Background: an optimization exercise with open tools, aiming at small area and a short achievable clock period. Do not read the settings as production practice.
In this exercise RTL edits were held to simulation tests only and were not proved equivalent to the original.

alpha:
Design ff_mult32appx, start of the top module:
module ff_mult32appx(clk, aa, bb, yy1, yy2);
  input clk;
  input [31:0] aa;
  input [31:0] bb;
  output [63:0] yy1, yy2;
  wire [33:0] bx = {1'b0, bb, 1'b0};
  wire [16:0] e1_d, e2_d, en_d;
  genvar j;
  generate for (j = 0; j < 16; j = j + 1) begin : g_enc
    wire hi = bx[2*j+2], mi = bx[2*j+1], lo = bx[2*j];
    assign e1_d[j] = mi ^ lo;
    assign e2_d[j] = (hi & ~mi & ~lo) | (~hi & mi & lo);
    assign en_d[j] = hi;
  end endgenerate
  assign e1_d[16] = bb[31];
  assign e2_d[16] = 1'b0;
  assign en_d[16] = 1'b0;
  wire [208:0] cs_d;
  mult32_low u_low (.aa(aa), .bb(bb), .e1_d(e1_d[11:0]), .e2_d(e2_d[11:0]), .en_d(en_d), .cs(cs_d));
  reg [31:0] a1;
  reg [16:12] e1, e2, en;
  reg [208:0] cs;
  reg za, zb, b1one;
  always @(posedge clk) begin
    a1 <= aa;
    e1 <= e1_d[16:12];
    e2 <= e2_d[16:12];
    en <= en_d[16:12];
    cs <= cs_d;
    za <= ~|aa;
    zb <= ~|bb;
    b1one <= (bb == 32'd1);
  end
  wire [23:0] ylo_d;
  wire cl_d;
  wire [39:0] s0_d;
  wire [39:0] pp_d;
  wire [5:0] bg_d;
  wire [5:0] bp_d;
  mult32_tree u_tree (.a1(a1), .e1(e1), .e2(e2), .en(en), .cs(cs), .ylo(ylo_d), .cl(cl_d), .s0(s0_d), .pp(pp_d), .bg(bg_d), .bp(bp_d));
  wire [63:0] y1_d;
  signed_Mult32_3_Y21_final_4 u_appx (.a(a1), .zero(za | zb), .one(b1one), .y(y1_d));
  reg  [23:0] ylo;
  reg  cl;
  reg  [39:0] s0;
  reg  [39:0] pp;
  reg  [5:0] bg;
  reg  [5:0] bp;
  reg [63:0] yy1;
  always @(posedge clk) begin
    ylo <= ylo_d;
    cl <= cl_d;
    s0 <= s0_d;
    pp <= pp_d;
    bg <= bg_d;
    bp <= bp_d;
    yy1 <= y1_d;
  end
  mult32exact u_add (.ylo(ylo), .cl(cl), .s0(s0), .pp(pp), .bg(bg), .bp(bp), .y(yy2));
endmodule
Size: ~5100 cells after synthesis, about 390 flip-flops, ~190 I/O pins, roughly 0.042 sq mm of cells after synthesis.
export LEC_CHECK = 0
export CAP_MARGIN = 20
export CORE_MARGIN = 2
export CORE_UTILIZATION = 40
export SETUP_SLACK_MARGIN = 4.4
export SLEW_MARGIN = 20
export TNS_END_PERCENT = 5
create_clock -name core_clock -period 8.0 [get_ports {clk}]
run.sh (not shown) runs the stock make flow with config.mk's settings and CLKGATE_MAP_FILE= SYNTH_SCRIPT=/design/flow/synth_recipe.tcl, a recipe that flattens the netlist after the stock synthesis.
The flow did not stop early for alpha: all stages ran, and the layout cleared the timing, design-rule and antenna checks.
The inputs of beta differ from those of alpha as listed below.
- SETUP_SLACK_MARGIN now 4.0, was 4.4
==> results.txt <==
The setup slack of beta is smaller than that of alpha. Number of global-route vias before repair sits lower in beta than in alpha. [compare] base=alpha new=beta: longest individual stage delay on the worst path +40 ps. Min sequential fraction of total cell area across alpha and beta: alpha. Going from alpha to beta, cell area lower, number of stages on the worst setup path dropped 8.

T:
Another version of the RTL of ff_mult32appx (not shown whole).
For scale: about 390 flip-flops, ~0.034 mm2 of cells after synthesis.
Design ff_mult32appx, start of the top module:
module ff_mult32appx(clk, aa, bb, yy1, yy2);
  input clk;
  input [31:0] aa;
  input [31:0] bb;
  output [63:0] yy1, yy2;
  wire [33:0] bx = {1'b0, bb, 1'b0};
  wire [16:0] e1_d, e2_d, en_d;
  genvar j;
  generate for (j = 0; j < 16; j = j + 1) begin : g_enc
    wire hi = bx[2*j+2], mi = bx[2*j+1], lo = bx[2*j];
    wire one = mi ^ lo, both = mi & lo;
    assign e1_d[j] = one;
    assign e2_d[j] = hi ? ~(one | both) : both;
    assign en_d[j] = hi;
  end endgenerate
  assign e1_d[16] = bb[31];
  assign e2_d[16] = 1'b0;
  assign en_d[16] = 1'b0;
  wire [208:0] cs_d;
  mult32_low u_low (.aa(aa), .bb(bb), .e1_d(e1_d[11:0]), .e2_d(e2_d[11:0]), .en_d(en_d), .cs(cs_d));
  reg [31:0] a1;
  reg [16:12] e1, e2, en;
  reg [208:0] cs;
  reg za, zb, b1one;
  always @(posedge clk) begin
    a1 <= aa;
    e1 <= e1_d[16:12];
    e2 <= e2_d[16:12];
    en <= en_d[16:12];
    cs <= cs_d;
    za <= ~|aa;
    zb <= ~|bb;
    b1one <= (bb == 32'd1);
  end
  wire [23:0] ylo_d;
  wire cl_d;
  wire [39:0] s0_d;
  wire [39:0] pp_d;
  wire [5:0] bg_d;
  wire [5:0] bp_d;
  mult32_tree u_tree (.a1(a1), .e1(e1), .e2(e2), .en(en), .cs(cs), .ylo(ylo_d), .cl(cl_d), .s0(s0_d), .pp(pp_d), .bg(bg_d), .bp(bp_d));
  wire [63:0] y1_d;
  signed_Mult32_3_Y21_final_4 u_appx (.a(a1), .zero(za | zb), .one(b1one), .y(y1_d));
  reg  [23:0] ylo;
  reg  cl;
  reg  [39:0] s0;
  reg  [39:0] pp;
  reg  [5:0] bg;
  reg  [5:0] bp;
  reg [63:0] yy1;
  always @(posedge clk) begin
    ylo <= ylo_d;
    cl <= cl_d;
    s0 <= s0_d;
    pp <= pp_d;
    bg <= bg_d;
    bp <= bp_d;
    yy1 <= y1_d;
  end
  mult32exact u_add (.ylo(ylo), .cl(cl), .s0(s0), .pp(pp), .bg(bg), .bp(bp), .y(yy2));
endmodule
Settings: LEC_CHECK=0, CAP_MARGIN=20, CORE_MARGIN=2, CORE_UTILIZATION=40, SETUP_SLACK_MARGIN=4.0, SLEW_MARGIN=20, TNS_END_PERCENT=10; clock period 8.0 ns.
For Q, these inputs were changed with respect to T:
Settings: swapping 10 for 20 in TNS_END_PERCENT.
==> flow/flow/run.sh (new file) <==
#!/bin/bash
# The standard layout (the standard.sh, unchanged synthesis and steps),
# with one change: the buffer on every input and output port is a
# sky130_fd_sc_hd__buf_4 instead of the buffer OpenROAD picks by default,
# which on this platform is a slow delay buffer (clkdlybuf4s50_1).
# All of standard.sh's output goes to standard.log here; ORFS keeps each
# step's full log under orfs/logs/.
set -euo pipefail
export BUFFER_PORTS_ARGS="-buffer_cell sky130_fd_sc_hd__buf_4"
bash standard.sh > standard.log 2>&1
==> flow/standard.sh (new file) <==
#!/bin/bash
# synth_recipe.tcl (not shown) runs the flow's synth.tcl, then flattens the netlist and writes it again
# the make line also repeats each setting of config.mk as NAME=value (left out here)
make -C /OpenROAD-flow-scripts/flow DESIGN_CONFIG=/design/flow/config.mk WORK_HOME=/design/flow/orfs CLKGATE_MAP_FILE= SYNTH_SCRIPT=/design/flow/synth_recipe.tcl "${@:-finish}"
removed: flow/run.sh
==> results.txt <==
- Q: number of vias in the routed layout is 408 lower than what T reported.
- Number of antenna diodes, Q and T, lower one = T.
- Q vs. T: routed wire length shrank by 4.3%, number of global-route vias before repair shows a reduction of 358, post-route fraction of the period consumed by the critical path did not really move.
- Q finished every step from synthesis to the final layout, and the layout passed the timing, design-rule and antenna checks.

-- re-timing with driven ports --
Ports are ideal in the flow. The routed layouts listed here were re-timed in OpenROAD.
Step 1: set_driving_cell puts a clkbuf_16 on clk and a buf_2 on each other input, an assumption about the parent block.
Step 2, shift: input delay + t, output delay - t, t = (earliest + latest rising clock arrival at the registers) / 2. This alone moves slack from input paths to output paths.
a / b / c = ideal ports / drivers / drivers and shift; a / b = the first two.
run | t, ns | slack for setup (ns) | worst hold slack (ns) | slew at the worst register clock pin (ns)
alpha | 0.689 | 3.811 / 3.811 / 3.171 | 0.447 / 0.447 / 0.447 | 0.08 / 0.08
beta | 0.682 | 3.721 / 3.742 / 3.067 | 0.454 / 0.454 / 0.454 | 0.08 / 0.08
T | 0.669 | 3.807 / 3.834 / 3.179 | 0.458 / 0.458 / 0.458 | 0.06 / 0.06
Q | 0.687 | 3.813 / 3.813 / 3.176 | 0.438 / 0.438 / 0.438 | 0.07 / 0.07
After both steps every run listed still meets setup and hold. The setup slack of beta, which loses most, moves by +0.021 ns with the drivers and by -0.654 ns with both steps.
